From an optimization exercise on the open Yosys and OpenROAD flow, aimed at small area, a short achievable clock period and few clock cycles; shortcuts taken in it are not production practice. In this exercise RTL edits were held to simulation tests only and were not proved equivalent to the original. No activity file was given, so power comes from the tool's default toggle rates.

## flow/design.v (module list and top-level ports; edited modules follow where they fit)
// module ks_add32: 502 lines
// module ks_add16c: 196 lines
// module g_a222oi: 3 lines
// module g_a22oi: 3 lines
// module g_a22o: 3 lines
// module g_a21o: 3 lines
// module g_aoi21: 3 lines
// module g_oai21: 3 lines
// module g_nand4: 3 lines
// module g_nand3: 3 lines
// module g_nand2: 3 lines
// module g_nor2: 3 lines
// module g_or3: 3 lines
// module g_inv: 3 lines
// module g_xor2: 3 lines
// module g_xnor2: 3 lines
// module g_ha: 4 lines
// module g_and3: 3 lines
// module g_mux2: 3 lines
// module g_a221o: 3 lines
// module g_buf: 3 lines
// module g_rd32f: 15 lines
// module g_rd32: 14 lines
// module mips: 296 lines
module mips(
	input wire clk,
	input wire rst,
	output wire [31:0] INST_ADDR,
	input wire [31:0] INST_DATA,
	output wire [31:0] DMEM_ADDR,
	output wire DMEM_WE,
	output wire [31:0] DMEM_WDATA,
	input wire [31:0] DMEM_RDATA
	);
  // ...
==> flow/flow/run.sh <==
#!/bin/bash
set -euo pipefail
MARGIN=6.55
bash standard.sh synth > synth.log 2>&1
SYNTH_ODB=orfs/results/sky130hd/mips/base/1_synth.odb openroad -no_init -exit flow/downsize.tcl > downsize.log 2>&1
bash standard.sh SETUP_SLACK_MARGIN=$MARGIN "CTS_ARGS=-sink_clustering_enable -repair_clock_nets -dont_use_dummy_load -buf_list sky130_fd_sc_hd__clkbuf_8 -sink_clustering_size 20" finish > layout.log 2>&1
==> flow/flow/downsize.tcl <==
# Set every combinational cell that synthesis mapped to a larger drive
# strength back to its smallest variant; the timing repair later in the flow
# sizes up the cells that need it.
set odb $::env(SYNTH_ODB)
read_db $odb
set db [ord::get_db]
set n 0
foreach inst [[ord::get_db_block] getInsts] {
  set m [$inst getMaster]
  set name [$m getName]
  if {[regexp {^sky130_fd_sc_hd__(df|edf|sdf|dl|sdl|conb|tap|fill|decap|diode)} $name]} { continue }
  if {[regexp {^(sky130_fd_sc_hd__[a-z0-9]+)_([0-9]+)$} $name -> base size] && $size > 1} {
    foreach s {1 0} {
      set nm [$db findMaster ${base}_$s]
      if {$nm ne "NULL" && $nm ne ""} {
        $inst swapMaster $nm
        incr n
        break
      }
    }
  }
}
puts "downsized $n cells"
write_db $odb
==> flow/standard.sh <==
#!/bin/bash
# synth_recipe.tcl (not shown) runs the flow's synth.tcl, then flattens the netlist and writes it again
# the make line also repeats each setting of config.mk as NAME=value (left out here)
make -C /OpenROAD-flow-scripts/flow DESIGN_CONFIG=/design/flow/config.mk WORK_HOME=/design/flow/orfs CLKGATE_MAP_FILE= SYNTH_SCRIPT=/design/flow/synth_recipe.tcl "${@:-finish}"
==> flow/config.mk <==
export PLATFORM = sky130hd
export DESIGN_NAME = mips
export DESIGN_NICKNAME = mips
export VERILOG_FILES = /design/flow/design.v
export SDC_FILE = /design/flow/constraint.sdc
export NUM_CORES = 8
export LEC_CHECK = 0
export CAP_MARGIN = 20
export CORE_MARGIN = 2
export CORE_UTILIZATION = 40
export PLACE_DENSITY = 0.7
export SLEW_MARGIN = 20
export SYNTH_HIERARCHICAL = 1
export SYNTH_MINIMUM_KEEP_SIZE = 0
==> flow/constraint.sdc <==
create_clock -name core_clock -period 10.0 [get_ports {clk}]
set_input_delay 2.0000 -clock core_clock [delete_from_list [all_inputs] [get_ports {clk}]]
set_output_delay 2.0000 -clock core_clock [all_outputs]
set_load 0.01 [all_outputs]
==> metrics.md, run 1 <==
| Metric | Value |
|---|---|
| Pre-CTS worst setup slack | 4.268 ns |
| Status | finished clean |
| Pins Over Slew Limit | 0 |
| Final setup margin | 6.362 ns |
| Total grt overflow | 0 |
| Leak | 0.02921 uW |
| Clock slew at reported path FFs | 0.06 ns |
| Multi-input gates | 4,911 |
| Routed len/inst | 36.08 um |
| Drt drc | 0 |
| WP depth | 8 |
| Worst Hold End | m_we |
| Worst Setup Start Kind | input port |
| FILL cells | 14,980 |
| Yosys warning total | 9 |
| Crit path max-delay family | simple AND/OR/NAND/NOR gates |
| Final non-clock buffer share | 0.05965 |
| Slowest cell delay on critical path | 0.53 ns |
| Antenna Cells | 17 |
| Max Cap Viol | 0 |
| Clk latency of the worst-skew pair | 0.96 ns |
| DRT met1 WL | about 110,000 um |
| Total wire length | 327,900 um |
| Crit path kind | input port to flop |
| Synth Instances | 6,564 |
| Crit end category | flop |
| Detailed Route Iter0 Violations | ~13,000 |
| RSZ-0062 raised after global routing | true |
| Combinational share of power | 0.252 |
Testbench counts, summed over its fixed seeds: cycles 74,576.
==> run 2, diff against run 1 <==
--- a/flow/flow/run.sh
+++ b/flow/flow/run.sh
@@ -1,5 +1,5 @@
 #!/bin/bash
 set -euo pipefail
-MARGIN=6.55
+MARGIN=6.5
 bash standard.sh synth > synth.log 2>&1
 SYNTH_ODB=orfs/results/sky130hd/mips/base/1_synth.odb openroad -no_init -exit flow/downsize.tcl > downsize.log 2>&1
--- a/flow/config.mk
+++ b/flow/config.mk
@@ -9,4 +9,5 @@
 export CORE_MARGIN = 2
 export CORE_UTILIZATION = 40
+export GPL_ROUTABILITY_DRIVEN = 0
 export PLACE_DENSITY = 0.7
 export SLEW_MARGIN = 20
==> run 2 against run 1 <==
  * Hold slack better by 0.0010 ns
  * Largest power group unchanged
  * Global-route usage decreased by 1.5 points
  * First-iteration DRC count increased by 9.4%
  * Worst setup slack worse by 0.053 ns
  * Sequential cell count is the same
  * Non-clock buffer count is 20 lower
  * Clock-buffer cell count decreased by 7
==> metrics.md, run 2 <==
| Metric | Value |
|---|---|
| Tot GR Track Use | 0.3679 (was 0.3829) |
| Relative slew slack | 0.1434 (was 0.1753) |
| Fin Clk Skew | 0.1007 ns (was 0.1080 ns) |
| Pre-CTS worst setup slack | 4.476 ns (was 4.268 ns) |
| Row cnt | 146 (unchanged) |
| Avg Cell Area, Syn | 9.695 um2 (unchanged) |
| Area growth syn-to-layout | 16.26% (was 17.45%) |
| F_max | 270.9 MHz (was 274.9 MHz) |
| Hold Crit Class | flop to flop (unchanged) |
| Design area | 73,990 um2 (was 74,740 um2) |
| Antenna-violating nets left | 0 (unchanged) |
| Leak | 0.02887 uW (was 0.02921 uW) |
| Die area | 162,300 um2 (unchanged) |
| Crit path max-delay family | simple AND/OR/NAND/NOR gates (unchanged) |
| Crit path kind | input port to flop (unchanged) |
| Clock Tree Buf Depth | 3 (unchanged) |
| H-tree Lvls | 4 (unchanged) |
| Routed len/inst | 35.10 um (was 36.08 um) |
| Die X | 402.9 um (unchanged) |
| Final setup margin | 6.309 ns (was 6.362 ns) |
| Core box area | 158,200 um2 (unchanged) |
| Max FFs per register | 992 (unchanged) |
| Pins Over Slew Limit | 0 (unchanged) |
| Post-synthesis cell area | 63,640 um2 (unchanged) |
| Total wire length | 318,100 um (was 327,900 um) |
| Pwr per Cell Area | 182.4 nW/um2 (was 182.9 nW/um2) |
| Status | finished clean (unchanged) |
| Worst Tran Pin Value | 1.249 ns (was 1.221 ns) |
| DPL Wire Length | 188,200 um (was 202,900 um) |
| Drt drc | 0 (unchanged) |
| Final Setup Violations | 0 (unchanged) |
| Hold Vio Cnt, Final | 0 (unchanged) |
| Worst hold slack | 0.3529 ns (was 0.3519 ns) |
| Global-route wire length before repair | 442,500 um (was 455,600 um) |
| Total grt overflow | 0 (unchanged) |
| Non-Filler Instances | 9,063 (was 9,088) |
| Crit end category | flop (unchanged) |
| Num CTS Buffers | 205 (was 212) |
| Vias per Instance | 7.553 (was 7.398) |
| Sink Count | 1,302 (unchanged) |
| Die Span Y | 402.9 um (unchanged) |
| Via count | 68,450 (was 67,230) |
| DRT Pass-1 Iters | 15 (was 7) |
| TritonCTS clock tree | yes (unchanged) |
| Worst Path Buf+Inv | 1 (was 2) |
| Max Cap Viol | 0 (unchanged) |
| Pin count of the biggest net entering global routing | 69 (unchanged) |
| Post-DP Area | 68,970 um2 (was 69,080 um2) |
| Fin crit share | 0.3691 (was 0.3638) |
| Initial antenna violation count | 28 (was 27) |
| Slowest cell delay on critical path | 0.90 ns (was 0.53 ns) |
| RSZ-0062 raised after global routing | true (unchanged) |
| Final min period | 3.691 ns (was 3.638 ns) |
| Slowest CP cell | and3_2 (was nor2_2) |
| Placed insts | 8,711 (was 8,725) |
| Worst Setup Start Kind | input port (unchanged) |
| Most flop-heavy register | rf (unchanged) |
| FILL cells | 14,620 (was 14,980) |
| IO Count | 163 (unchanged) |
| Commonest non-fill, non-tap cells in the layout | 1,136 x dfxtp_1, 1,102 x a22oi_1, 1,008 x a22o_1 (was 1,122 x dfxtp_1, 1,102 x a22oi_1, 1,008 x a22o_1) |
| CTS root buf | clkbuf_8 (unchanged) |
| Commonest non-fill, non-tap cell in the layout | dfxtp_1 (unchanged) |
| # nets final | 7,103 (was 7,130) |
| Port Buffers | 162 (unchanged) |
| Setup TNS | 0 ns (unchanged) |
| Layout cells sized above 1 | 0.1476 (was 0.1600) |
| Starting density of the core | 0.4023 (unchanged) |
| Clk latency of the worst-skew pair | 0.99 ns (was 0.96 ns) |
| Clock slew at reported path FFs | 0.07 ns (was 0.06 ns) |
| Vias in the first global route | 62,090 (was 61,960) |
| Crit path DAT | 4.63 ns (was 4.45 ns) |
| Synth Instances | 6,564 (unchanged) |
| Detailed Route Iter0 Violations | 14,310 (was 13,080) |
| Worst-path cell chain | clkbuf_2 -> nor3_2 -> and3_2 -> a22oi_1 -> nand4_1 -> nor2_1 -> nand2_1 (was buf_2 -> and3b_2 -> and3_1 -> buf_4 -> a22oi_1 -> nand4_1 -> nor2_2 -> nand2_1) |
| Critical Path RT | 10.93 ns (was 10.81 ns) |
| Worst VDD drop | 0.1287 mV (was 0.1104 mV) |
| Yosys warning total | 9 (unchanged) |
| CP Max Fanout | 16 (was 32) |
[run 2: worst paths after layout]
kind / start / endpoint / slack (ns) / cells after the start
max: INST_DATA[18] / e_b[13] / 6.31 / 7
min in group asynchronous: rst / m_we / 1.72 / 3
min reg2reg: e_st / m_we / 0.35 / 0
max reg2reg: m_rd[1] / e_a[31] / 6.43 / 12
min: e_st / m_we / 0.35 / 0
max in group asynchronous: rst / pc[28] / 6.84 / 4
[run 2: routing by layer]
layer  wire, um  global-route usage  part of all wire  up-vias
met4      31560              0.2806             0.099       32
met1     107700              0.4380              0.34    32430
met3      54010              0.1668              0.17     1888
met2     124300              0.5119              0.39     7046
met5        504             0.01725            0.0016        -
li1           -                   -                 -    27060
[run 2: repair_timing]
item / CTS / global route
gates cloned: 3 / 3
buffers inserted: 99 / 22
setup endpoints to repair: 365 / 209
pin swaps: 20 / 30
hold buffers: 0 / 0
resized for setup: 796 / 193
[run 2: worst reg2reg max path, cell delays in order, from the launching register on]
cell	delay, ns
dfrtp_2	0.48
inv_1	0.17
ha_4	0.24
nor2b_4	0.26
nand2_1	0.09
buf_4	0.34
and2_1	0.29
and3_1	0.19
buf_4	0.32
a22oi_1	0.35
nand4_1	0.34
nor2_1	0.34
nand2_1	0.09
[run 2: final cells by class]
class                      count  area, um2  area share
timing repair buffer         482       4183     0.05653
tap                         2072       2592     0.03504
timing repair inverter         1      5.005  0.00006764
multi-input combinational   4911      37230      0.5031
sequential                  1302      26820      0.3626
antenna                       19      47.55   0.0006426
clock buffer                 205       2821     0.03813
inverter                      71      287.8    0.003890
[run 2: through the flow]
step	util	power, uW
after detailed placement	0.4360	9107
final	0.4677	13500
after global routing	0.4675	13780
after floorplan	-	8058
after CTS	0.4634	13110
after global placement	0.4360	9034
[run 2: power by group]
group | switching, uW | total, uW | internal (uW)
Sequential | 535 | 6320 | 5780
Clock | 2010 | 3800 | 1790
Combinational | 2000 | 3380 | 1380
Total | 4540 | 13500 | 8960
==> run 3, diff against run 2 <==
--- a/flow/config.mk
+++ b/flow/config.mk
@@ -9,7 +9,6 @@
 export CORE_MARGIN = 2
 export CORE_UTILIZATION = 40
-export GPL_ROUTABILITY_DRIVEN = 0
 export PLACE_DENSITY = 0.7
-export SLEW_MARGIN = 20
+export SLEW_MARGIN = 60
 export SYNTH_HIERARCHICAL = 1
 export SYNTH_MINIMUM_KEEP_SIZE = 0
==> run 3 against run 2 <==
  * Clock-buffer cell count is 9 higher
  * Via count decreased by 0.52%
  * Critical path depth decreased by 6
  * Register-to-register slack better by 0.02 ns
  * Combinational power rose by 3%
  * Worst setup slack gained 0.059 ns
  * Clock power rose by 3%
  * Core utilization is 0.59 points higher
  * Critical path type is now flop to output pin
==> metrics.md, run 3 <==
| Metric | Value |
|---|---|
| Clock share of power | 0.286 (was 0.282) |
| Max FFs per register | 992 (unchanged) |
| FILL cells | 14,830 (was 14,620) |
| Total wire length | 331,900 um (was 318,100 um) |
| Fin Clk Skew | 0.1061 ns (was 0.1007 ns) |
| Global-route wire length before repair | 461,800 um (was 442,500 um) |
| Hold Vio Cnt, Final | 0 (unchanged) |
| Detailed Route Iter0 Violations | 12,700 (was 14,310) |
| Synth Instances | 6,564 (unchanged) |
| Net Sw Power | 4696 uW (was 4541 uW) |
| Sw Share | 0.3417 (was 0.3364) |
| Leak | 0.02929 uW (was 0.02887 uW) |
| Pwr per Cell Area | 183.4 nW/um2 (was 182.4 nW/um2) |
| IO Count | 163 (unchanged) |
| Sink Count | 1,302 (unchanged) |
| Worst Path Buf+Inv | 1 (unchanged) |
| Cts hold-fix bufs | 0 (unchanged) |
| Drt drc | 0 (unchanged) |
| Worst Tran Pin Value | 0.6853 ns (was 1.249 ns) |
| Worst-path cell chain | buf_6 (was clkbuf_2 -> nor3_2 -> and3_2 -> a22oi_1 -> nand4_1 -> nor2_1 -> nand2_1) |
| F_max | 275.3 MHz (was 270.9 MHz) |
| H-tree Lvls | 4 (unchanged) |
| Internal Power | 9046 uW (was 8956 uW) |
| Combinational share of power | 0.253 (was 0.250) |
| Sequential fraction of design power | 0.461 (was 0.468) |
| Crit end category | output pin (was flop) |
| Die X | 402.9 um (unchanged) |
| Hold Crit Class | flop to flop (unchanged) |
| Antenna-violating nets left | 0 (unchanged) |
| Port Buffers | 162 (unchanged) |
| Die Span Y | 402.9 um (unchanged) |
| Commonest non-fill, non-tap cell in the layout | dfxtp_1 (unchanged) |
| Sequential cell area | 26,860 um2 (was 26,820 um2) |
| DRT Pass-1 Iters | 13 (was 15) |
| DPL Wire Length | 204,200 um (was 188,200 um) |
| Clk latency of the worst-skew pair | 1.01 ns (was 0.99 ns) |
| Core box area | 158,200 um2 (unchanged) |
| TritonCTS clock tree | yes (unchanged) |
| Crit path max-delay family | flip-flops (was simple AND/OR/NAND/NOR gates) |
| Commonest non-fill, non-tap cells in the layout | 1,117 x dfxtp_1, 1,102 x a22oi_1, 1,008 x a22o_1 (was 1,136 x dfxtp_1, 1,102 x a22oi_1, 1,008 x a22o_1) |
| Die area | 162,300 um2 (unchanged) |
| Relative slew slack | 0.5431 (was 0.1434) |
| Fin crit share | 0.3633 (was 0.3691) |
| Worst VDD drop | 0.1105 mV (was 0.1287 mV) |
| Slowest CP cell | dfrtp_4 (was and3_2) |
| CTS root buf | clkbuf_8 (unchanged) |
| Slowest cell delay on critical path | 0.54 ns (was 0.90 ns) |
| Avg Cell Area, Syn | 9.695 um2 (unchanged) |
| CP Max Fanout | 2 (was 16) |
| Status | finished clean (unchanged) |
| Clock Tree Buf Depth | 3 (unchanged) |
| Total grt overflow | 0 (unchanged) |
| Post-synthesis cell area | 63,640 um2 (unchanged) |
| Critical Path RT | 8.00 ns (was 10.93 ns) |
| Setup TNS | 0 ns (unchanged) |
| RSZ-0062 raised after global routing | true (unchanged) |
| Pin count of the biggest net entering global routing | 69 (unchanged) |
| Worst Setup Start Kind | flop (was input port) |
| Layout cells sized above 1 | 0.1598 (was 0.1476) |
| Clock slew at reported path FFs | 0.06 ns (was 0.07 ns) |
| Crit path DAT | 1.63 ns (was 4.63 ns) |
| Starting density of the core | 0.4023 (unchanged) |
| Footprint of the multi-input gates | 37,430 um2 (was 37,230 um2) |
| Num CTS Buffers | 214 (was 205) |
| Initial antenna violation count | 19 (was 28) |
| Pins Over Slew Limit | 0 (unchanged) |
| Routed len/inst | 36.49 um (was 35.10 um) |
| Yosys warning total | 9 (unchanged) |
| Row cnt | 146 (unchanged) |
| Most flop-heavy register | rf (unchanged) |
| Final Setup Violations | 0 (unchanged) |
| Via count | 68,090 (was 68,450) |
| Max Cap Viol | 0 (unchanged) |
| Tot GR Track Use | 0.3875 (was 0.3679) |
| Vias in the first global route | 62,480 (was 62,090) |
| GPL Wtd Cong | 1.032 |
| Vias per Instance | 7.488 (was 7.553) |
| Crit path kind | flop to output pin (was input port to flop) |
| Total power | 13,740 uW (was 13,500 uW) |
| # nets final | 7,145 (was 7,103) |
| Final min period | 3.633 ns (was 3.691 ns) |
| Area growth syn-to-layout | 17.74% (was 16.26%) |
## run 3: power by group through the flow
stage / clock [uW] / combinational [uW] / sequential (uW)
2_1_floorplan: 0 / 1830 / 6220
3_3_place_gp: 0 / 2640 / 6590
3_5_place_dp: 0 / 2680 / 6620
4_1_cts: 3910 / 3200 / 6290
5_1_grt: 4120 / 3570 / 6360
6_report: 3930 / 3480 / 6330
## run 3: cell type report
type	count	share of cell area
multi-input cells	4910	0.4995
repair buffers	517	0.06351
flip-flops and latches	1302	0.3585
inverters	71	0.004308
well taps	2072	0.03460
clock buffers	214	0.03931
diodes	8	0.0002672
## run 3: through the flow
| step | setup WS, ns | std cells | utilization | hold WS, ns | instance area (um2) |
|---|---|---|---|---|---|
| floorplan | 5.812 | 6565 | - | 0.3312 | 64540 |
| global placement | 4.488 | 8726 | 0.4367 | 0.3366 | 69080 |
| detailed placement | 4.473 | 8741 | 0.4405 | 0.3418 | 69680 |
| CTS | 6.326 | 9042 | 0.4666 | 0.3528 | 73820 |
| global route | 6.351 | 9090 | 0.4736 | 0.3667 | 74920 |
| finish | 6.367 | 9094 | 0.4736 | 0.3517 | 74930 |
## run 3: what timing repair did
action	in CTS	in global routing
cloned	3	1
gates resized for setup	743	167
endpoints found under the hold margin	0	0
setup buffers	84	34
endpoints found under the setup margin	310	192
pin swaps	16	32
## run 3: routing by layer
layer / vias up / global-route usage / routed length, um
met3: 1719 / 0.1456 / 50990
met2: 6670 / 0.5579 / 134400
met4: 14 / 0.2811 / 31130
met1: 32530 / 0.4720 / 115200
met5: - / 0 / 97
li1: 27160 / - / -
## run 3: final timing paths
check | startpoint | endpoint | depth (start not counted) | slack (ns)
worst min register to register | e_st | m_we | 0 | 0.35
max in group asynchronous | rst | pc[8] | 3 | 7.77
worst max-delay path | pc[10] | INST_ADDR[10] | 1 | 6.37
min in group asynchronous | rst | pc[18] | 2 | 1.38
worst min-delay path | e_st | m_we | 0 | 0.35
worst max register to register | m_rd[0] | e_b[1] | 12 | 6.45
==> run 4, diff against run 3 <==
--- a/flow/config.mk
+++ b/flow/config.mk
@@ -10,5 +10,5 @@
 export CORE_UTILIZATION = 40
 export PLACE_DENSITY = 0.7
-export SLEW_MARGIN = 60
+export SLEW_MARGIN = 75
 export SYNTH_HIERARCHICAL = 1
 export SYNTH_MINIMUM_KEEP_SIZE = 0
==> run 4 against run 3 <==
  * Still clean
  * Register-to-register slack barely moved
  * Non-clock buffer count rose by 62
  * Global-route usage rose by 0.30 points
  * Sequential share of layout area decreased by 1.0 points
  * Area after synthesis unchanged
  * Critical path type unchanged
==> metrics.md, run 4 <==
| Metric | Value |
|---|---|
| Routed len/inst | 36.44 um (was 36.49 um) |
| Avg Cell Area, Syn | 9.695 um2 (unchanged) |
| # nets final | 7,207 (was 7,145) |
| Crit path DAT | 1.65 ns (was 1.63 ns) |
| Vias per Instance | 7.501 (was 7.488) |
| Global-route wire length before repair | 465,400 um (was 461,800 um) |
| Final min period | 3.650 ns (was 3.633 ns) |
| Post-synthesis cell area | 63,640 um2 (unchanged) |
| Area growth syn-to-layout | 21.69% (was 17.74%) |
| RSZ-0062 raised after global routing | true (unchanged) |
| F_max | 274.0 MHz (was 275.3 MHz) |
| Top sig layer | met5 (unchanged) |
| Die X | 402.9 um (unchanged) |
| Non-Filler Instances | 9,160 (was 9,094) |
| Tot GR Track Use | 0.3905 (was 0.3875) |
| Clock Tree Buf Depth | 3 (unchanged) |
| Worst hold slack | 0.3451 ns (was 0.3517 ns) |
| HP Start | e_st (unchanged) |
| Cts hold-fix bufs | 0 (unchanged) |
| Worst hold stages | 0 (unchanged) |
| Max Cap Viol | 0 (unchanged) |
| Crit end category | output pin (unchanged) |
| Leak | 0.03011 uW (was 0.02929 uW) |
| Clock slew at reported path FFs | 0.06 ns (about the same) |
| Fin crit share | 0.3650 (was 0.3633) |
| GPL Wtd Cong | 1.032 (unchanged) |
| Met3 WL | 50,440 um (was 50,990 um) |
| Layout cells sized above 1 | 0.1882 (was 0.1598) |
| Num CTS Buffers | 214 (unchanged) |
| Status | finished clean (unchanged) |
| Worst Path Buf+Inv | 1 (unchanged) |
| Sink Count | 1,302 (unchanged) |
| Synth Instances | 6,564 (unchanged) |
| Detailed Route Iter0 Violations | 13,440 (was 12,700) |
| Antenna-violating nets left | 0 (unchanged) |
| IO Count | 163 (unchanged) |
| Core box area | 158,200 um2 (unchanged) |
| CP startpoint | pc[30] (was pc[10]) |
| CP Max Fanout | 2 (unchanged) |
| Total grt overflow | 0 (unchanged) |
| CTS root buf | clkbuf_8 (unchanged) |
| Critical Path RT | 8.00 ns (about the same) |
| Placed insts | 8,804 (was 8,741) |
| Row cnt | 146 (unchanged) |
| Initial antenna violation count | 16 (was 19) |
| R2R Path Start | m_rd[1] (was m_rd[0]) |
| Max FFs per register | 992 (unchanged) |
| Setup TNS | 0 ns (unchanged) |
| DPL Wire Length | 209,600 um (was 204,200 um) |
| Met2 Wirelength | 135,100 um (was 134,400 um) |
| Hold Vio Cnt, Final | 0 (unchanged) |
| Starting density of the core | 0.4023 (unchanged) |
| Commonest non-fill, non-tap cell in the layout | a22oi_1 (was dfxtp_1) |
| Total wire length | 333,800 um (was 331,900 um) |
| TritonCTS clock tree | yes (unchanged) |
| Clk latency of the worst-skew pair | 1.01 ns (about the same) |
| Commonest non-fill, non-tap cells in the layout | 1,102 x a22oi_1, 1,083 x dfxtp_1, 1,008 x a22o_1 (was 1,117 x dfxtp_1, 1,102 x a22oi_1, 1,008 x a22o_1) |
| Final Setup Violations | 0 (unchanged) |
| Vias in the first global route | 63,060 (was 62,480) |
| Die Span Y | 402.9 um (unchanged) |
| DRT Pass-1 Iters | 13 (unchanged) |
| Most flop-heavy register | rf (unchanged) |
| Pins Over Slew Limit | 0 (unchanged) |
| Crit path kind | flop to output pin (unchanged) |
| Yosys warning total | 9 (unchanged) |
| Via count | 68,710 (was 68,090) |
| Worst VDD drop | 0.1209 mV (was 0.1105 mV) |
| Total power | 13,870 uW (was 13,740 uW) |
| DRT met1 WL | 116,500 um (was 115,200 um) |
| Pwr per Cell Area | 179.1 nW/um2 (was 183.4 nW/um2) |
| WP depth | 1 (unchanged) |
| Slowest cell delay on critical path | 0.53 ns (was 0.54 ns) |
| Hold Crit Class | flop to flop (unchanged) |
| Fin Clk Skew | 0.1160 ns (was 0.1061 ns) |
| Drt drc | 0 (unchanged) |
| Pin count of the biggest net entering global routing | 50 (was 69) |
| H-tree Lvls | 4 (unchanged) |
| Worst Setup Start Kind | flop (unchanged) |
| Worst-path cell chain | buf_6 (unchanged) |
| Port Buffers | 162 (unchanged) |
| Register-to-Register Path Depth | 12 (unchanged) |
| Slowest CP cell | dfrtp_4 (unchanged) |
| Die area | 162,300 um2 (unchanged) |
| Crit path max-delay family | flip-flops (unchanged) |
==> run 4: path summary, 6_finish.rpt <==
path,slack [ns],endpoint
max in group asynchronous,7.84,rf_v[18]
setup / recovery,6.35,INST_ADDR[30]
setup reg to reg,6.46,e_a[5]
hold / removal,0.35,m_we
min in group asynchronous,1.31,e_bx
hold reg to reg,0.35,m_we
==> run 4: layout make-up <==
class	count	area, um2
inverter	71	365.4
antenna	12	30.03
tap	2072	2592
multi-input combinational	4910	38200
fill	14560	80760
sequential	1302	26950
clock buffer	214	2945
timing repair buffer	579	6361
==> run 4: power breakdown <==
group / switching [uW] / internal (uW)
clock: 2070 / 1870
combinational: 2140 / 1450
sequential: 550 / 5780
total: 4760 / 9100
==> run 4: what timing repair did <==
item                                    CTS  global route
resized for setup                       561            64
buffers inserted                         79            20
pin swaps                                12            17
gates cloned                              3             0
endpoints found under the setup margin  171           132
==> run 4: metal layers <==
| layer | GRT usage | up-vias |
|---|---|---|
| met4 | 0.2816 | 14 |
| li1 | - | 27240 |
| met1 | 0.4753 | 33010 |
| met5 | 0 | - |
| met2 | 0.5611 | 6717 |
| met3 | 0.1498 | 1730 |
==> run 4: metrics by stage <==
stage	worst slack, ns	cell area (um2)	util
after floorplan	5.812	64540	-
after global placement	4.488	69080	0.4367
after detailed placement	4.710	72370	0.4575
after CTS	6.337	76250	0.4820
after global routing	6.338	77420	0.4894
final	6.350	77440	0.4895
==> run 5, diff against run 4 <==
--- a/flow/flow/run.sh
+++ b/flow/flow/run.sh
@@ -1,5 +1,5 @@
 #!/bin/bash
 set -euo pipefail
-MARGIN=6.5
+MARGIN=6.6
 bash standard.sh synth > synth.log 2>&1
 SYNTH_ODB=orfs/results/sky130hd/mips/base/1_synth.odb openroad -no_init -exit flow/downsize.tcl > downsize.log 2>&1
--- a/flow/config.mk
+++ b/flow/config.mk
@@ -10,5 +10,5 @@
 export CORE_UTILIZATION = 40
 export PLACE_DENSITY = 0.7
-export SLEW_MARGIN = 75
+export SLEW_MARGIN = 50
 export SYNTH_HIERARCHICAL = 1
 export SYNTH_MINIMUM_KEEP_SIZE = 0
==> run 5 against run 4 <==
  * Still clean on timing, DRC and antenna
  * Die area unchanged
  * Sequential cell count did not move
  * Register-to-register slack gained 0.08 ns
  * Sequential share of layout area is 0.93 points higher
  * Total power fell by 1.4%
  * Core utilization is 1.4 points lower
  * Largest cell class unchanged
==> metrics.md, run 5 <==
| Metric | Value |
|---|---|
| Final Setup Violations | 0 (unchanged) |
| Clock slew at reported path FFs | 0.06 ns (about the same) |
| Tot GR Track Use | 0.3861 (was 0.3905) |
| Leak | 0.02930 uW (was 0.03011 uW) |
| Hold Vio Cnt, Final | 0 (unchanged) |
| Crit path max-delay family | flip-flops (unchanged) |
| Sequential cell area | 26,870 um2 (was 26,950 um2) |
| Final min period | 3.630 ns (was 3.650 ns) |
| Die X | 402.9 um (unchanged) |
| Worst Setup Start Kind | flop (unchanged) |
| H-tree Lvls | 4 (unchanged) |
| Total power | 13,680 uW (was 13,870 uW) |
| IO Count | 163 (unchanged) |
| Avg Cell Area, Syn | 9.695 um2 (unchanged) |
| Slowest cell delay on critical path | 0.53 ns (about the same) |
| Core box area | 158,200 um2 (unchanged) |
| Yosys warning total | 9 (unchanged) |
| Layout cells sized above 1 | 0.1714 (was 0.1882) |
| Detailed Route Iter0 Violations | 13,180 (was 13,440) |
| Most flop-heavy register | rf (unchanged) |
| Synth Instances | 6,564 (unchanged) |
| TritonCTS clock tree | yes (unchanged) |
| R2R Path Start | m_rd[4] (was m_rd[1]) |
| FILL cells | 14,740 (was 14,560) |
| Worst Path Buf+Inv | 1 (unchanged) |
| Via count | 67,640 (was 68,710) |
| Total grt overflow | 0 (unchanged) |
| DPL Wire Length | 200,100 um (was 209,600 um) |
| Area growth syn-to-layout | 18.15% (was 21.69%) |
| Global-route wire length before repair | 460,900 um (was 465,400 um) |
| Max FFs per register | 992 (unchanged) |
| Clock Tree Buf Depth | 3 (unchanged) |
| Crit path DAT | 1.63 ns (was 1.65 ns) |
| Initial antenna violation count | 13 (was 16) |
| Commonest non-fill, non-tap cell in the layout | dfxtp_1 (was a22oi_1) |
| Starting density of the core | 0.4023 (unchanged) |
| Crit path kind | flop to output pin (unchanged) |
| Die Span Y | 402.9 um (unchanged) |
| Relative slew slack | 0.4916 |
| Antenna-violating nets left | 0 (unchanged) |
| Footprint of the multi-input gates | 37,620 um2 (was 38,200 um2) |
| Setup TNS | 0 ns (unchanged) |
| Routed len/inst | 36.28 um (was 36.44 um) |
| Clk latency of the worst-skew pair | 1.02 ns (was 1.01 ns) |
| Sink Count | 1,302 (unchanged) |
| Slowest CP cell | dfrtp_4 (unchanged) |
| Non-Filler Instances | 9,091 (was 9,160) |
| Row cnt | 146 (unchanged) |
| CTS root buf | clkbuf_8 (unchanged) |
| Worst-path cell chain | buf_6 (unchanged) |
| GPL Wtd Cong | 1.040 (was 1.032) |
| HP Start | e_st (unchanged) |
| # nets final | 7,143 (was 7,207) |
| Pin count of the biggest net entering global routing | 69 (was 50) |
| Final core utilization | 0.4753 (was 0.4895) |
| Fin Clk Skew | 0.1232 ns (was 0.1160 ns) |
| Vias per Instance | 7.440 (was 7.501) |
| Total wire length | 329,800 um (was 333,800 um) |
| Hold Crit Class | flop to flop (unchanged) |
| Die area | 162,300 um2 (unchanged) |
| CP startpoint | pc[29] (was pc[30]) |
| Post-synthesis cell area | 63,640 um2 (unchanged) |
| Fin crit share | 0.3630 (was 0.3650) |
| Crit end category | output pin (unchanged) |
| Num CTS Buffers | 210 (was 214) |
| RSZ-0062 raised after global routing | true (unchanged) |
| Placed insts | 8,732 (was 8,804) |
| Max Cap Viol | 0 (unchanged) |
| Worst Tran Pin Value | 0.7626 ns |
| Port Buffers | 162 (unchanged) |
| Worst VDD drop | 0.1383 mV (was 0.1209 mV) |
| CP Max Fanout | 2 (unchanged) |
| Pwr per Cell Area | 182.0 nW/um2 (was 179.1 nW/um2) |
| Drt drc | 0 (unchanged) |
| F_max | 275.5 MHz (was 274.0 MHz) |
| DRT Pass-1 Iters | 9 (was 13) |
| Pins Over Slew Limit | 0 (unchanged) |
| Critical Path RT | 8.00 ns (about the same) |
| Vias in the first global route | 62,390 (was 63,060) |
| Commonest non-fill, non-tap cells in the layout | 1,104 x dfxtp_1, 1,100 x a22oi_1, 1,008 x a22o_1 (was 1,102 x a22oi_1, 1,083 x dfxtp_1, 1,008 x a22o_1) |
| Status | finished clean (unchanged) |
## run 5: layout make-up
type	instances	share of cell area
inverter	71	0.004476
tap	2072	0.03448
multi-input combinational	4910	0.5004
timing repair buffer	519	0.06466
clock buffer	210	0.03844
sequential	1302	0.3573
antenna	7	0.0002330
## run 5: path summary, 6_finish.rpt
check,endpoint,cells past startpoint,slack [ns]
min in group asynchronous,ras[23],3,1.55
hold reg to reg,m_we,0,0.38
max in group asynchronous,pc[11],4,7.44
setup reg to reg,e_a[28],11,6.54
setup / recovery,INST_ADDR[29],1,6.37
hold / removal,m_we,0,0.38
## run 5: what timing repair did
action / in CTS / in global routing
pin swaps: 20 / 40
endpoints found under the setup margin: 361 / 266
gates cloned: 3 / 1
gates resized for setup: 928 / 225
buffers inserted: 100 / 37
hold buffers: 0 / 0
## run 5: worst register-to-register path: cells and delay by family (launching register included)
kind	cells	cell delay, ns
buf+inv	3	0.89
simple gates	7	1.79
compound gates	1	0.28
flops	1	0.32
## run 5: report_power, final
group / total (uW) / switching (uW) / internal [uW]
logic: 3500 / 2050 / 1440
clock network: 3870 / 2040 / 1830
registers: 6320 / 531 / 5780
## run 5: per-layer routing
layer | global-route usage | wire length [um]
met3 | 0.1470 | 49670
met5 | 0 | 147
met1 | 0.4728 | 115900
met4 | 0.2785 | 30170
met2 | 0.5520 | 133900
## run 5: per-stage QoR
step                area [um2]  setup WS (ns)  hold WS (ns)
CTS                      74070          6.360        0.4053
detailed placement       69410          4.323        0.3737
global placement         69220          4.195        0.4108
global route             75180          6.351        0.4184
finish                   75190          6.370        0.3844
floorplan                64760          5.812        0.3312
==> run 6, diff against run 5 <==
--- a/flow/config.mk
+++ b/flow/config.mk
@@ -10,5 +10,5 @@
 export CORE_UTILIZATION = 40
 export PLACE_DENSITY = 0.7
-export SLEW_MARGIN = 50
+export SLEW_MARGIN = 30
 export SYNTH_HIERARCHICAL = 1
 export SYNTH_MINIMUM_KEEP_SIZE = 0
==> run 6 against run 5 <==
  * Wire length increased by 0.45%
  * Via count increased by 0.26%
  * Sequential share of layout area hardly changed
  * Hold slack improved by 0.0058 ns
  * Core utilization about the same
  * Global-route usage rose by 0.10 points
  * Worst setup slack better by 0.026 ns
  * Clock power barely moved
  * Clock-buffer cell count down 1
  * Sequential power about the same
==> metrics.md, run 6 <==
| Metric | Value |
|---|---|
| Most flop-heavy register | rf (unchanged) |
| Sink Count | 1,302 (unchanged) |
| Initial antenna violation count | 12 (was 13) |
| Clk latency of the worst-skew pair | 0.98 ns (was 1.02 ns) |
| Fin Clk Skew | 0.09378 ns (was 0.1232 ns) |
| Pwr per Cell Area | 182.2 nW/um2 (was 182.0 nW/um2) |
| Worst-path cell chain | buf_6 (unchanged) |
| Met2 Wirelength | 133,400 um (was 133,900 um) |
| R2R Path Start | m_rd[0] (was m_rd[4]) |
| Commonest non-fill, non-tap cells in the layout | 1,115 x dfxtp_1, 1,102 x a22oi_1, 1,008 x a22o_1 (was 1,104 x dfxtp_1, 1,100 x a22oi_1, 1,008 x a22o_1) |
| Critical Path RT | 8.00 ns (about the same) |
| Yosys warning total | 9 (unchanged) |
| CTS root buf | clkbuf_8 (unchanged) |
| Clock slew at reported path FFs | 0.06 ns (about the same) |
| TritonCTS clock tree | yes (unchanged) |
| Pre-CTS worst setup slack | 4.236 ns (was 4.323 ns) |
| Hold Crit Class | flop to flop (unchanged) |
| DPL Wire Length | 200,000 um (was 200,100 um) |
| DRT Pass-1 Iters | 8 (was 9) |
| Global-route wire length before repair | 462,300 um (was 460,900 um) |
| Synth Instances | 6,564 (unchanged) |
| Row cnt | 146 (unchanged) |
| Total wire length | 331,300 um (was 329,800 um) |
| Detailed Route Iter0 Violations | 12,810 (was 13,180) |
| Pin count of the biggest net entering global routing | 69 (unchanged) |
| Leak | 0.02931 uW (was 0.02930 uW) |
| Drt drc | 0 (unchanged) |
| Cts hold-fix bufs | 0 (unchanged) |
| Crit path max-delay family | flip-flops (unchanged) |
| # nets final | 7,143 (unchanged) |
| Status | finished clean (unchanged) |
| Final Setup Violations | 0 (unchanged) |
| Crit path kind | flop to output pin (unchanged) |
| RSZ-0062 raised after global routing | true (unchanged) |
| Vias in the first global route | 63,070 (was 62,390) |
| Met3 WL | 49,550 um (was 49,670 um) |
| Slowest cell delay on critical path | 0.53 ns (about the same) |
| Slowest CP cell | dfrtp_4 (unchanged) |
| Worst hold slack | 0.3901 ns (was 0.3844 ns) |
| GPL Wtd Cong | 1.040 (unchanged) |
| Crit path DAT | 1.60 ns (was 1.63 ns) |
| Worst Setup Start Kind | flop (unchanged) |
| Tot GR Track Use | 0.3871 (was 0.3861) |
| Hold Vio Cnt, Final | 0 (unchanged) |
| F_max | 277.5 MHz (was 275.5 MHz) |
| IO Count | 163 (unchanged) |
| Max FFs per register | 992 (unchanged) |
| Die X | 402.9 um (unchanged) |
| Worst Hold End | m_we (unchanged) |
| Worst Tran Pin Value | 1.118 ns (was 0.7626 ns) |
| Clock Tree Buf Depth | 3 (unchanged) |
| H-tree Lvls | 4 (unchanged) |
| Reg-to-reg endpoint | e_a[17] (was e_a[28]) |
| Commonest non-fill, non-tap cell in the layout | dfxtp_1 (unchanged) |
| Worst hold stages | 0 (unchanged) |
| Avg Cell Area, Syn | 9.695 um2 (unchanged) |
| Total grt overflow | 0 (unchanged) |
| Final setup margin | 6.396 ns (was 6.370 ns) |
| Crit end category | output pin (unchanged) |
| Num CTS Buffers | 209 (was 210) |
| Die area | 162,300 um2 (unchanged) |
| Top sig layer | met5 (unchanged) |
| Relative slew slack | 0.2539 (was 0.4916) |
| HP Start | e_st (unchanged) |
| Vias per Instance | 7.459 (was 7.440) |
| Starting density of the core | 0.4023 (unchanged) |
| Max Cap Viol | 0 (unchanged) |
| Routed len/inst | 36.44 um (was 36.28 um) |
| Die Span Y | 402.9 um (unchanged) |
| Antenna-violating nets left | 0 (unchanged) |
| Port Buffers | 162 (unchanged) |
| Post-synthesis cell area | 63,640 um2 (unchanged) |
| Setup TNS | 0 ns (unchanged) |
| Core box area | 158,200 um2 (unchanged) |
| DRT met1 WL | 117,500 um (was 115,900 um) |
| Area growth syn-to-layout | 18.18% (was 18.15%) |
| Via count | 67,820 (was 67,640) |
| Reg2reg setup slack | 6.48 ns (was 6.54 ns) |
| Final min period | 3.604 ns (was 3.630 ns) |
| Worst Path Buf+Inv | 1 (unchanged) |
| CP Max Fanout | 2 (unchanged) |
| Worst VDD drop | 0.1433 mV (was 0.1383 mV) |
| Register-to-Register Path Depth | 12 (was 11) |
| Pins Over Slew Limit | 0 (unchanged) |
| FILL cells | 14,810 (was 14,740) |
| Fin crit share | 0.3604 (was 0.3630) |
| Layout cells sized above 1 | 0.1730 (was 0.1714) |
[run 6: through the flow]
stage          utilization  power [uW]  instance area (um2)  instances
3_5_place_dp        0.4376        9244                69230       8728
6_report            0.4754       13700                75210       9092
4_1_cts             0.4676       13370                73970       9043
3_3_place_gp        0.4376        9208                69220       8728
2_1_floorplan            -        8083                64760       6565
5_1_grt             0.4753       14060                75200       9086
[run 6: final cells by class]
type / instances / area, um2 / area share
tap: 2072 / 2592 / 0.03447
clock buffer: 209 / 2877 / 0.03825
sequential: 1302 / 26860 / 0.3572
inverter: 71 / 299.0 / 0.003976
timing repair buffer: 518 / 4748 / 0.06313
timing repair inverter: 1 / 5.005 / 0.00006654
multi-input combinational: 4911 / 37810 / 0.5027
antenna: 8 / 20.02 / 0.0002662
[run 6: worst max path at each step]
stage	to	slack, ns	cells past startpoint	startpoint
2_1_floorplan	pc[21]	5.81	11	INST_DATA[0]
3_3_place_gp	pc[25]	4.19	10	INST_DATA[20]
5_1_grt	INST_ADDR[27]	6.38	2	pc[27]
6_report	INST_ADDR[29]	6.40	1	pc[29]
4_1_cts	INST_ADDR[30]	6.35	1	pc[30]
3_5_place_dp	pc[26]	4.24	10	INST_DATA[17]
[run 6: what timing repair did]
| item | in CTS | in global routing |
|---|---|---|
| cloned | 4 | 3 |
| buffers inserted | 102 | 38 |
| resized for setup | 956 | 269 |
| pin swaps | 23 | 49 |
| endpoints found under the setup margin | 399 | 274 |
[run 6: power breakdown]
group          switching, uW  leakage (uW)  internal (uW)
logic                   2090        0.0167           1440
clock network           2040       0.00150           1830
registers                527        0.0111           5780
[run 6: layer usage]
layer | up-vias | global-route usage
met2 | 6543 | 0.5478
met3 | 1617 | 0.1436
met4 | 18 | 0.2923
met5 | - | 0
met1 | 32530 | 0.4761
li1 | 27110 | -
==> run 7, diff against run 6 <==
--- a/flow/config.mk
+++ b/flow/config.mk
@@ -10,5 +10,5 @@
 export CORE_UTILIZATION = 40
 export PLACE_DENSITY = 0.7
-export SLEW_MARGIN = 30
+export SLEW_MARGIN = 40
 export SYNTH_HIERARCHICAL = 1
 export SYNTH_MINIMUM_KEEP_SIZE = 0
==> run 7 against run 6 <==
  * Sequential cell count unchanged
  * Clock power up 1%
  * Hold slack about the same
  * Via count about the same
  * Area after synthesis unchanged
  * Clock skew up 0.0061 ns
  * Synthesized cell count unchanged
  * Critical path depth unchanged
  * Sequential power about the same
  * Clock-buffer cell count up 4
  * Non-clock buffer count unchanged
  * Critical path type unchanged
  * Largest cell class unchanged
==> metrics.md, run 7 <==
| Metric | Value |
|---|---|
| Die X | 402.9 um (unchanged) |
| GPL Wtd Cong | 1.040 (unchanged) |
| Worst hold stages | 0 (unchanged) |
| Critical Path RT | 8.00 ns (about the same) |
| Vias per Instance | 7.458 (was 7.459) |
| Crit path kind | flop to output pin (unchanged) |
| Vias in the first global route | 62,850 (was 63,070) |
| Num CTS Buffers | 213 (was 209) |
| Die area | 162,300 um2 (unchanged) |
| Pins Over Slew Limit | 0 (unchanged) |
| FILL cells | 14,810 (about the same) |
| Global-route wire length before repair | 461,600 um (was 462,300 um) |
| Crit path max-delay family | flip-flops (unchanged) |
| Worst VDD drop | 0.1550 mV (was 0.1433 mV) |
| Reg-to-reg endpoint | e_a[13] (was e_a[17]) |
| Clock Tree Buf Depth | 3 (unchanged) |
| Detailed Route Iter0 Violations | 13,210 (was 12,810) |
| Worst-path cell chain | buf_6 (unchanged) |
| TritonCTS clock tree | yes (unchanged) |
| Hold Vio Cnt, Final | 0 (unchanged) |
| Sequential cell area | 26,850 um2 (was 26,860 um2) |
| CP Max Fanout | 2 (unchanged) |
| Sink Count | 1,302 (unchanged) |
| Hold Crit Class | flop to flop (unchanged) |
| Post-synthesis cell area | 63,640 um2 (unchanged) |
| Commonest non-fill, non-tap cells in the layout | 1,115 x dfxtp_1, 1,101 x a22oi_1, 1,008 x a22o_1 (was 1,115 x dfxtp_1, 1,102 x a22oi_1, 1,008 x a22o_1) |
| Worst Hold End | m_we (unchanged) |
| Crit end category | output pin (unchanged) |
| Worst Tran Pin Value | 0.9843 ns (was 1.118 ns) |
| Drt drc | 0 (unchanged) |
| Avg Cell Area, Syn | 9.695 um2 (unchanged) |
| Via count | 67,820 (about the same) |
| Total power | 13,790 uW (was 13,700 uW) |
| IO Count | 163 (unchanged) |
| Final min period | 3.631 ns (was 3.604 ns) |
| Status | finished clean (unchanged) |
| Yosys warning total | 9 (unchanged) |
| Register-to-Register Path Depth | 12 (unchanged) |
| F_max | 275.4 MHz (was 277.5 MHz) |
| DPL Wire Length | 199,900 um (was 200,000 um) |
| Most flop-heavy register | rf (unchanged) |
| Die Span Y | 402.9 um (unchanged) |
| Leak | 0.02940 uW (was 0.02931 uW) |
| Worst Setup Start Kind | flop (unchanged) |
| Area growth syn-to-layout | 18.36% (was 18.18%) |
| Fin crit share | 0.3631 (was 0.3604) |
| CTS root buf | clkbuf_8 (unchanged) |
| Routed len/inst | 36.38 um (was 36.44 um) |
| Slowest cell delay on critical path | 0.53 ns (about the same) |
| Tot GR Track Use | 0.3865 (was 0.3871) |
| Final Setup Violations | 0 (unchanged) |
| Footprint of the multi-input gates | 37,730 um2 (was 37,810 um2) |
| Worst Path Buf+Inv | 1 (unchanged) |
| Clk latency of the worst-skew pair | 0.98 ns (about the same) |
| Layout cells sized above 1 | 0.1719 (was 0.1730) |
| Slowest CP cell | dfrtp_4 (unchanged) |
| R2R Path Start | m_rd[1] (was m_rd[0]) |
| Port Buffers | 162 (unchanged) |
| Max FFs per register | 992 (unchanged) |
| Relative slew slack | 0.3428 (was 0.2539) |
| Cts hold-fix bufs | 0 (unchanged) |
| Pwr per Cell Area | 183.0 nW/um2 (was 182.2 nW/um2) |
| Antenna-violating nets left | 0 (unchanged) |
| Reg2reg setup slack | 6.51 ns (was 6.48 ns) |
| HP Start | e_st (unchanged) |
| RSZ-0062 raised after global routing | true (unchanged) |
| Clock slew at reported path FFs | 0.05 ns (was 0.06 ns) |
| Max Cap Viol | 0 (unchanged) |
| Commonest non-fill, non-tap cell in the layout | dfxtp_1 (unchanged) |
| Setup TNS | 0 ns (unchanged) |
| Total wire length | 330,800 um (was 331,300 um) |
| Crit path DAT | 1.63 ns (was 1.60 ns) |
| Fin Clk Skew | 0.09989 ns (was 0.09378 ns) |
| DRT Pass-1 Iters | 10 (was 8) |
| Row cnt | 146 (unchanged) |
| Pin count of the biggest net entering global routing | 61 (was 69) |
| Initial antenna violation count | 8 (was 12) |
| Synth Instances | 6,564 (unchanged) |
| # nets final | 7,147 (was 7,143) |
| Total grt overflow | 0 (unchanged) |
| H-tree Lvls | 4 (unchanged) |
| Core box area | 158,200 um2 (unchanged) |
| Starting density of the core | 0.4023 (unchanged) |
## run 7: final cells by class
class | count | area share
Antenna cell | 6 | 0.0001993
Inverter | 71 | 0.004435
Clock buffer | 213 | 0.03892
Multi-Input combinational cell | 4911 | 0.5009
Sequential cell | 1302 | 0.3565
Timing Repair Buffer | 518 | 0.06455
Timing Repair inverter | 1 | 0.00006645
Tap cell | 2072 | 0.03442
## run 7: repair_timing
| item | CTS | global route |
|---|---|---|
| pin swaps | 26 | 52 |
| cloned | 6 | 1 |
| endpoints found under the setup margin | 374 | 264 |
| setup buffers | 111 | 28 |
| gates resized for setup | 958 | 246 |
## run 7: worst max path at each step
stage          cells after the start     startpoint             to  slack, ns
3_5_place_dp                      10  INST_DATA[16]         pc[26]       4.22
4_1_cts                            1         pc[30]  INST_ADDR[30]       6.34
6_report                           1         pc[29]  INST_ADDR[29]       6.37
3_3_place_gp                      10  INST_DATA[20]         pc[25]       4.19
5_1_grt                            1         pc[29]  INST_ADDR[29]       6.36
2_1_floorplan                     11   INST_DATA[0]         pc[21]       5.81
## run 7: power by group
| part | switching, uW | internal [uW] |
|---|---|---|
| clock network | 2050 | 1860 |
| registers | 525 | 5780 |
| logic | 2090 | 1490 |
## run 7: layer usage
layer | up-vias | track usage | part of all wire
li1 | 27130 | - | -
met1 | 32570 | 0.4752 | 0.35
met5 | - | 0.007434 | 0.00064
met3 | 1614 | 0.1445 | 0.15
met4 | 8 | 0.2842 | 0.092
met2 | 6508 | 0.5489 | 0.40
## run 7: stage by stage
| stage | util | setup slack (ns) | cells | hold slack [ns] | area, um2 |
|---|---|---|---|---|---|
| 2_1_floorplan | - | 5.812 | 6565 | 0.3312 | 64760 |
| 3_5_place_dp | 0.4379 | 4.219 | 8728 | 0.3936 | 69280 |
| 5_1_grt | 0.4760 | 6.359 | 9089 | 0.4351 | 75310 |
| 4_1_cts | 0.4695 | 6.339 | 9058 | 0.4241 | 74270 |
| 6_report | 0.4761 | 6.369 | 9094 | 0.3901 | 75320 |
| 3_3_place_gp | 0.4376 | 4.195 | 8728 | 0.4108 | 69220 |
## run 7: worst register-to-register path, stage by stage, from the launching register on
cell and delay (ns):
dfrtp_2 0.49, buf_12 0.19, ha_2 0.25, nor2b_2 0.19, nand3_2 0.09, buf_6 0.42, and2_1 0.24, and3_4 0.47
buf_6 0.37, a22oi_1 0.17, nand4_1 0.23, nor2_1 0.09, nand2_1 0.19
==> run 8, diff against run 7 <==
--- a/flow/flow/run.sh
+++ b/flow/flow/run.sh
@@ -1,5 +1,5 @@
 #!/bin/bash
 set -euo pipefail
-MARGIN=6.6
+MARGIN=6.7
 bash standard.sh synth > synth.log 2>&1
 SYNTH_ODB=orfs/results/sky130hd/mips/base/1_synth.odb openroad -no_init -exit flow/downsize.tcl > downsize.log 2>&1
==> run 8 against run 7 <==
  * Still clean
  * Clock skew increased by 0.0049 ns
  * Total power decreased by 0.20%
  * Sequential power about the same
  * Clock-buffer cell count decreased by 5
  * Clock power decreased by 1%
  * Area after synthesis unchanged
  * Register-to-register slack improved by 0.06 ns
  * First-iteration DRC count decreased by 1.8%
==> metrics.md, run 8 <==
| Metric | Value |
|---|---|
| Crit path max-delay family | compound AO/OA/AOI/OAI gates (was flip-flops) |
| Vias in the first global route | 62,580 (was 62,850) |
| Total grt overflow | 0 (unchanged) |
| Core box area | 158,200 um2 (unchanged) |
| Worst-path cell chain | buf_12 -> ha_4 -> a21o_4 -> a21oi_4 -> o21ai_4 -> a21oi_4 -> o21ai_4 -> buf_12 -> buf_6 -> mux2_4 -> o32a_1 -> o21ai_1 -> a2111oi_2 -> a221oi_1 -> mux2i_1 (was buf_6) |
| Slowest CP cell | mux2_4 (was dfrtp_4) |
| Worst hold stages | 0 (unchanged) |
| Register-to-Register Path Depth | 9 (was 12) |
| Row cnt | 146 (unchanged) |
| Initial antenna violation count | 24 (was 8) |
| Via count | 67,840 (was 67,820) |
| Sink Count | 1,302 (unchanged) |
| Antenna-violating nets left | 0 (unchanged) |
| Commonest non-fill, non-tap cells in the layout | 1,101 x a22oi_1, 1,081 x dfxtp_1, 1,008 x a22o_1 (was 1,115 x dfxtp_1, 1,101 x a22oi_1, 1,008 x a22o_1) |
| DPL Wire Length | 199,100 um (was 199,900 um) |
| Reg-to-reg endpoint | e_x[29] (was e_a[13]) |
| Pin count of the biggest net entering global routing | 69 (was 61) |
| Max Cap Viol | 0 (unchanged) |
| Vias per Instance | 7.457 (was 7.458) |
| Crit end category | flop (was output pin) |
| Final min period | 3.630 ns (was 3.631 ns) |
| Area growth syn-to-layout | 19.40% (was 18.36%) |
| Clock share of power | 0.279 (was 0.283) |
| H-tree Lvls | 4 (unchanged) |
| Net Sw Power | 4662 uW (was 4658 uW) |
| Pre-CTS worst setup slack | 4.301 ns (was 4.219 ns) |
| CP Max Fanout | 4 (was 2) |
| Final setup margin | 6.370 ns (was 6.369 ns) |
| Relative slew slack | 0.3271 (was 0.3428) |
| Fin Clk Skew | 0.1048 ns (was 0.09989 ns) |
| Layout cells sized above 1 | 0.1841 (was 0.1719) |
| Leak | 0.02947 uW (was 0.02940 uW) |
| Synth Instances | 6,564 (unchanged) |
| Internal Power | 9099 uW (was 9129 uW) |
| Num CTS Buffers | 208 (was 213) |
| Global-route wire length before repair | 455,600 um (was 461,600 um) |
| Clock slew at reported path FFs | 0.05 ns (about the same) |
| Clk latency of the worst-skew pair | 0.98 ns (about the same) |
| Most flop-heavy register | rf (unchanged) |
| Die Span Y | 402.9 um (unchanged) |
| Sequential fraction of design power | 0.460 (was 0.457) |
| Crit path DAT | 4.36 ns (was 1.63 ns) |
| F_max | 275.5 MHz (was 275.4 MHz) |
| Drt drc | 0 (unchanged) |
| Port Buffers | 162 (unchanged) |
| Non-Filler Instances | 9,097 (was 9,094) |
| Status | finished clean (unchanged) |
| Post-synthesis cell area | 63,640 um2 (unchanged) |
| Commonest non-fill, non-tap cell in the layout | a22oi_1 (was dfxtp_1) |
| Pins Over Slew Limit | 0 (unchanged) |
| Detailed Route Iter0 Violations | 12,970 (was 13,210) |
| Crit path kind | input port to flop (was flop to output pin) |
| Sw Share | 0.3388 (was 0.3379) |
| Starting density of the core | 0.4023 (unchanged) |
| Worst Setup Start Kind | input port (was flop) |
| Worst VDD drop | 0.1274 mV (was 0.1550 mV) |
| Final Setup Violations | 0 (unchanged) |
| Slowest cell delay on critical path | 0.30 ns (was 0.53 ns) |
| CTS root buf | clkbuf_8 (unchanged) |
| # nets final | 7,149 (was 7,147) |
| Pwr per Cell Area | 181.1 nW/um2 (was 183.0 nW/um2) |
| Setup TNS | 0 ns (unchanged) |
| HP Start | e_st (unchanged) |
| Routed len/inst | 35.80 um (was 36.38 um) |
| Worst hold slack | 0.3464 ns (was 0.3901 ns) |
| Worst Path Buf+Inv | 3 (was 1) |
| Hold Vio Cnt, Final | 0 (unchanged) |
| Reg2reg setup slack | 6.57 ns (was 6.51 ns) |
| Max FFs per register | 992 (unchanged) |
| Die X | 402.9 um (unchanged) |
| Final core utilization | 0.4803 (was 0.4761) |
| IO Count | 163 (unchanged) |
| Clock Tree Buf Depth | 3 (unchanged) |
| Critical Path RT | 10.73 ns (was 8.00 ns) |
| Die area | 162,300 um2 (unchanged) |
| GPL Wtd Cong | 1.084 (was 1.040) |
| Yosys warning total | 9 (unchanged) |
| Total wire length | 325,700 um (was 330,800 um) |
| Fin crit share | 0.3630 (was 0.3631) |
| DRT Pass-1 Iters | 10 (unchanged) |
| TritonCTS clock tree | yes (unchanged) |
| Placed insts | 8,706 (was 8,728) |
| Cts hold-fix bufs | 0 (unchanged) |
| RSZ-0062 raised after global routing | true (unchanged) |
| Tot GR Track Use | 0.3793 (was 0.3865) |
| Combinational share of power | 0.261 (was 0.259) |
| Hold Crit Class | flop to flop (unchanged) |
| R2R Path Start | pc[4] (was m_rd[1]) |
| Worst Tran Pin Value | 1.008 ns (was 0.9843 ns) |
| Worst Hold End | m_we (unchanged) |
| Avg Cell Area, Syn | 9.695 um2 (unchanged) |
## run 8: how the worst max path moves through the flow
stage                    end  depth (start not counted)     startpoint  slack [ns]
6_report              pc[25]                         15   INST_DATA[0]        6.37
5_1_grt               pc[25]                         15   INST_DATA[0]        6.32
4_1_cts        INST_ADDR[28]                          1         pc[28]        6.38
3_5_place_dp          pc[21]                         10  INST_DATA[30]        4.30
3_3_place_gp          pc[21]                         12   INST_DATA[0]        4.32
2_1_floorplan         pc[21]                         11   INST_DATA[0]        5.82
## run 8: area by class of cell
class                           instances  area (um2)
Fill cell                           14680       82220
Clock buffer                          208        2863
Multi-Input combinational cell       4915       38250
Tap cell                             2072        2592
Antenna cell                            7       17.52
Timing Repair inverter                  1       5.005
Inverter                               71       331.6
Timing Repair Buffer                  521        4964
Sequential cell                      1302       26960
## run 8: worst register-to-register path, delay by kind of cell (launching register included)
family / cells / cell delay, ns
AND/OR/NAND/NOR: 5 / 1.85
AO/OA/AOI/OAI: 2 / 0.52
buffers and inverters: 1 / 0.24
flip-flops: 1 / 0.42
XOR/XNOR: 1 / 0.29
## run 8: stage by stage
stage	instance area, um2	total power, uW
floorplan	64710	8054
global placement	68970	9116
detailed placement	69090	9158
CTS	74590	13390
global route	75970	14110
finish	75980	13760
## run 8: power by group through the flow
stage          registers [uW]  logic (uW)  clock network [uW]
6_report                 6330        3590                3850
3_3_place_gp             6620        2490                   0
5_1_grt                  6360        3690                4050
2_1_floorplan            6220        1830                   0
3_5_place_dp             6640        2520                   0
4_1_cts                  6290        3270                3830
## run 8: repair_timing
action                                  in CTS  in global routing
gates cloned                                12                  2
pin swaps                                   60                 47
resized for setup                         1091                266
endpoints found under the setup margin     354                273
setup buffers                              127                 34
## run 8: layer usage
metal  track usage  up-vias  wire length (um)
li1              -    27170                 -
met5       0.01606        -               895
met2        0.5352     6290            130400
met3        0.1518     1600             49960
met4        0.2735       40             29210
met1        0.4643    32740            115200
==> run 9, diff against run 8 <==
--- a/flow/flow/run.sh
+++ b/flow/flow/run.sh
@@ -1,5 +1,5 @@
 #!/bin/bash
 set -euo pipefail
-MARGIN=6.7
+MARGIN=6.5
 bash standard.sh synth > synth.log 2>&1
 SYNTH_ODB=orfs/results/sky130hd/mips/base/1_synth.odb openroad -no_init -exit flow/downsize.tcl > downsize.log 2>&1
--- a/flow/config.mk
+++ b/flow/config.mk
@@ -9,6 +9,6 @@
 export CORE_MARGIN = 2
 export CORE_UTILIZATION = 40
-export PLACE_DENSITY = 0.7
-export SLEW_MARGIN = 40
+export PLACE_DENSITY = 0.75
+export SLEW_MARGIN = 20
 export SYNTH_HIERARCHICAL = 1
 export SYNTH_MINIMUM_KEEP_SIZE = 0
==> run 9 against run 8 <==
  * Combinational power fell by 4%
  * Register-to-register slack got worse by 0.13 ns
  * Total power is 0.81% lower
  * Clock power barely moved
  * Wire length down 1.1%
  * Maximum frequency down 1.5%
  * Largest power group unchanged
  * First-iteration DRC count increased by 2.5%
  * Synthesized cell count unchanged
  * Largest cell class unchanged
  * Clock skew is 0.023 ns higher
  * Hold slack improved by 0.011 ns
  * Worst setup slack got worse by 0.054 ns
==> metrics.md, run 9 <==
| Metric | Value |
|---|---|
| Status | finished clean (unchanged) |
| Placed insts | 8,714 (was 8,706) |
| Reg2reg setup slack | 6.44 ns (was 6.57 ns) |
| Vias per Instance | 7.372 (was 7.457) |
| Relative slew slack | 0.1049 (was 0.3271) |
| Core box area | 158,200 um2 (unchanged) |
| Worst Hold End | m_we (unchanged) |
| Met3 usage | 0.1406 (was 0.1518) |
| M1 GR Usage | 0.4642 (was 0.4643) |
| Layout cells sized above 1 | 0.1513 (was 0.1841) |
| Sw Share | 0.3405 (was 0.3388) |
| Initial antenna violation count | 20 (was 24) |
| Port Buffers | 162 (unchanged) |
| Total grt overflow | 0 (unchanged) |
| Non-Filler Instances | 9,088 (was 9,097) |
| Most flop-heavy register | rf (unchanged) |
| Detailed Route Iter0 Violations | 13,300 (was 12,970) |
| Leak | 0.02915 uW (was 0.02947 uW) |
| Commonest non-fill, non-tap cells in the layout | 1,122 x dfxtp_1, 1,102 x a22oi_1, 1,008 x a22o_1 (was 1,101 x a22oi_1, 1,081 x dfxtp_1, 1,008 x a22o_1) |
| R2R Path Start | m_rd[1] (was pc[4]) |
| Final Setup Violations | 0 (unchanged) |
| Area growth syn-to-layout | 17.02% (was 19.40%) |
| Worst VDD drop | 0.1374 mV (was 0.1274 mV) |
| Clock slew at reported path FFs | 0.06 ns (was 0.05 ns) |
| Hold Vio Cnt, Final | 0 (unchanged) |
| Pwr per Cell Area | 183.3 nW/um2 (was 181.1 nW/um2) |
| DRT Pass-1 Iters | 10 (unchanged) |
| Commonest non-fill, non-tap cell in the layout | dfxtp_1 (was a22oi_1) |
| Crit path kind | input port to flop (unchanged) |
| Fin crit share | 0.3684 (was 0.3630) |
| Cts hold-fix bufs | 0 (unchanged) |
| Via count | 67,000 (was 67,840) |
| Antenna-violating nets left | 0 (unchanged) |
| Row cnt | 146 (unchanged) |
| Worst Tran Pin Value | 1.325 ns (was 1.008 ns) |
| Crit path DAT | 4.57 ns (was 4.36 ns) |
| Crit end category | flop (unchanged) |
| Vias in the first global route | 61,180 (was 62,580) |
| Register-to-Register Path Depth | 12 (was 9) |
| Clk latency of the worst-skew pair | 0.98 ns (about the same) |
| Combinational share of power | 0.253 (was 0.261) |
| RSZ-0062 raised after global routing | true (unchanged) |
| Pre-CTS worst setup slack | 4.353 ns (was 4.301 ns) |
| Clock share of power | 0.283 (was 0.279) |
| Synth Instances | 6,564 (unchanged) |
| Hold Crit Class | flop to flop (unchanged) |
| Clock Tree Buf Depth | 3 (unchanged) |
| HP Start | e_st (unchanged) |
| Post-synthesis cell area | 63,640 um2 (unchanged) |
| Pins Over Slew Limit | 0 (unchanged) |
| Die Span Y | 402.9 um (unchanged) |
| Max Cap Viol | 0 (unchanged) |
| Final setup margin | 6.316 ns (was 6.370 ns) |
| CP Max Fanout | 16 (was 4) |
| Die X | 402.9 um (unchanged) |
| Drt drc | 0 (unchanged) |
| Sequential fraction of design power | 0.463 (was 0.460) |
| Global-route wire length before repair | 449,500 um (was 455,600 um) |
| Worst Setup Start Kind | input port (unchanged) |
| Net Sw Power | 4647 uW (was 4662 uW) |
| Total wire length | 322,200 um (was 325,700 um) |
| Pin count of the biggest net entering global routing | 68 (was 69) |
| F_max | 271.4 MHz (was 275.5 MHz) |
| IO Count | 163 (unchanged) |
| Starting density of the core | 0.4023 (unchanged) |
| Setup TNS | 0 ns (unchanged) |
| H-tree Lvls | 4 (unchanged) |
| Most Crowded Layer GR | met2 (unchanged) |
| TritonCTS clock tree | yes (unchanged) |
| DPL Wire Length | 199,700 um (was 199,100 um) |
| Die area | 162,300 um2 (unchanged) |
| Worst hold stages | 0 (unchanged) |
| Critical Path RT | 10.89 ns (was 10.73 ns) |
| # nets final | 7,132 (was 7,149) |
| Internal Power | 9002 uW (was 9099 uW) |
| Tot GR Track Use | 0.3742 (was 0.3793) |
| CTS root buf | clkbuf_8 (unchanged) |
| Num CTS Buffers | 211 (was 208) |
| Reg-to-reg endpoint | e_a[5] (was e_x[29]) |
| Fin Clk Skew | 0.1282 ns (was 0.1048 ns) |
| Grt met2 use | 0.5348 (was 0.5352) |
| Final min period | 3.684 ns (was 3.630 ns) |
| Max FFs per register | 992 (unchanged) |
| Yosys warning total | 9 (unchanged) |
| Avg Cell Area, Syn | 9.695 um2 (unchanged) |
| Sink Count | 1,302 (unchanged) |
| Final core utilization | 0.4707 (was 0.4803) |
| Routed len/inst | 35.46 um (was 35.80 um) |
| GPL Wtd Cong | 1.062 (was 1.084) |
-- run 9: critical path, stage by stage --
cell	delay, ns
clkbuf_4	0.24
nor3_2	0.78
and3_2	0.75
a22oi_1	0.17
nand4_1	0.33
nor2_1	0.16
nand2_1	0.10
-- run 9: final cells by class --
type,count,area (um2)
Tap cell,2072,2592
Antenna cell,15,37.54
Fill cell,14790,83730
Timing Repair inverter,1,5.005
Clock buffer,211,2904
Sequential cell,1302,26870
Multi-Input combinational cell,4911,37380
Inverter,71,300.3
Timing Repair Buffer,505,4377
-- run 9: stage by stage --
| step | hold slack [ns] | instance area, um2 | power (uW) |
|---|---|---|---|
| after floorplan | 0.3312 | 64540 | 8058 |
| after global placement | 0.3316 | 68990 | 9214 |
| after CTS | 0.3601 | 73460 | 13320 |
| after global routing | 0.3681 | 74440 | 13970 |
| after detailed placement | 0.3465 | 68990 | 9260 |
| final | 0.3569 | 74470 | 13650 |
-- run 9: how the worst max path moves through the flow --
stage | start | endpoint | slack [ns] | depth (start not counted)
after CTS | pc[30] | INST_ADDR[30] | 6.39 | 1
after floorplan | INST_DATA[0] | pc[21] | 5.81 | 11
final | INST_DATA[17] | e_b[25] | 6.32 | 7
after detailed placement | INST_DATA[0] | pc[21] | 4.35 | 12
after global placement | INST_DATA[0] | pc[21] | 4.33 | 12
after global routing | pc[30] | INST_ADDR[30] | 6.40 | 1
-- run 9: power groups by stage --
stage	registers, uW	clock network, uW	logic, uW
floorplan	6220	0	1830
global placement	6630	0	2580
detailed placement	6650	0	2610
CTS	6280	3850	3190
global route	6360	4060	3550
finish	6320	3870	3460
-- run 9: metal layers --
metal | part of all wire | vias to the layer above
met5 | 0.00088 | -
met4 | 0.089 | 18
met3 | 0.16 | 1438
met2 | 0.40 | 6263
met1 | 0.35 | 32170
li1 | - | 27110
-- run 9: what timing repair did --
action	4_1_cts	5_1_grt
endpoints found under the setup margin	352	194
pin swaps	25	47
cloned	3	5
setup buffers	100	40
endpoints found under the hold margin	0	0
resized for setup	801	188

-- separate check: timing with driven ports --
No port has a modelled driver above. Below, the same layouts with a new extraction and two added sets of constraints. Step 1 sets driving cells, clkbuf_16 on the clock port and buf_2 on the other inputs (assumed; they add their load-dependent delay and slew). Step 2 also shifts input and output timing later by t, the mid clock arrival at the registers, as if the neighbouring blocks saw the same clock. Slacks: ideal ports / drivers / drivers and shift; pairs: ideal ports / drivers.
run	shift t [ns]	slack for setup (ns)	worst setup path after step 2	cell pins on the clock port's net
run 1	0.995	6.362 / 6.294 / 5.409	input to register	1
run 2	1.023	6.309 / 6.301 / 5.278	input to register	1
run 3	1.038	6.367 / 6.292 / 5.296	input to register	1
run 4	1.040	6.350 / 6.265 / 5.433	input to register	1
run 5	1.038	6.370 / 6.293 / 5.448	input to register	1
run 6	1.024	6.396 / 6.311 / 5.450	input to register	1
run 7	1.028	6.369 / 6.283 / 5.474	input to register	1
run 8	1.024	6.370 / 6.307 / 5.374	input to register	1
run 9	1.002	6.316 / 6.316 / 5.321	input to register	1
After both steps setup and hold are still met in every run listed. For run 3, which loses most, drivers alone change the setup slack by -0.075 ns; drivers and shift together by -1.071 ns.
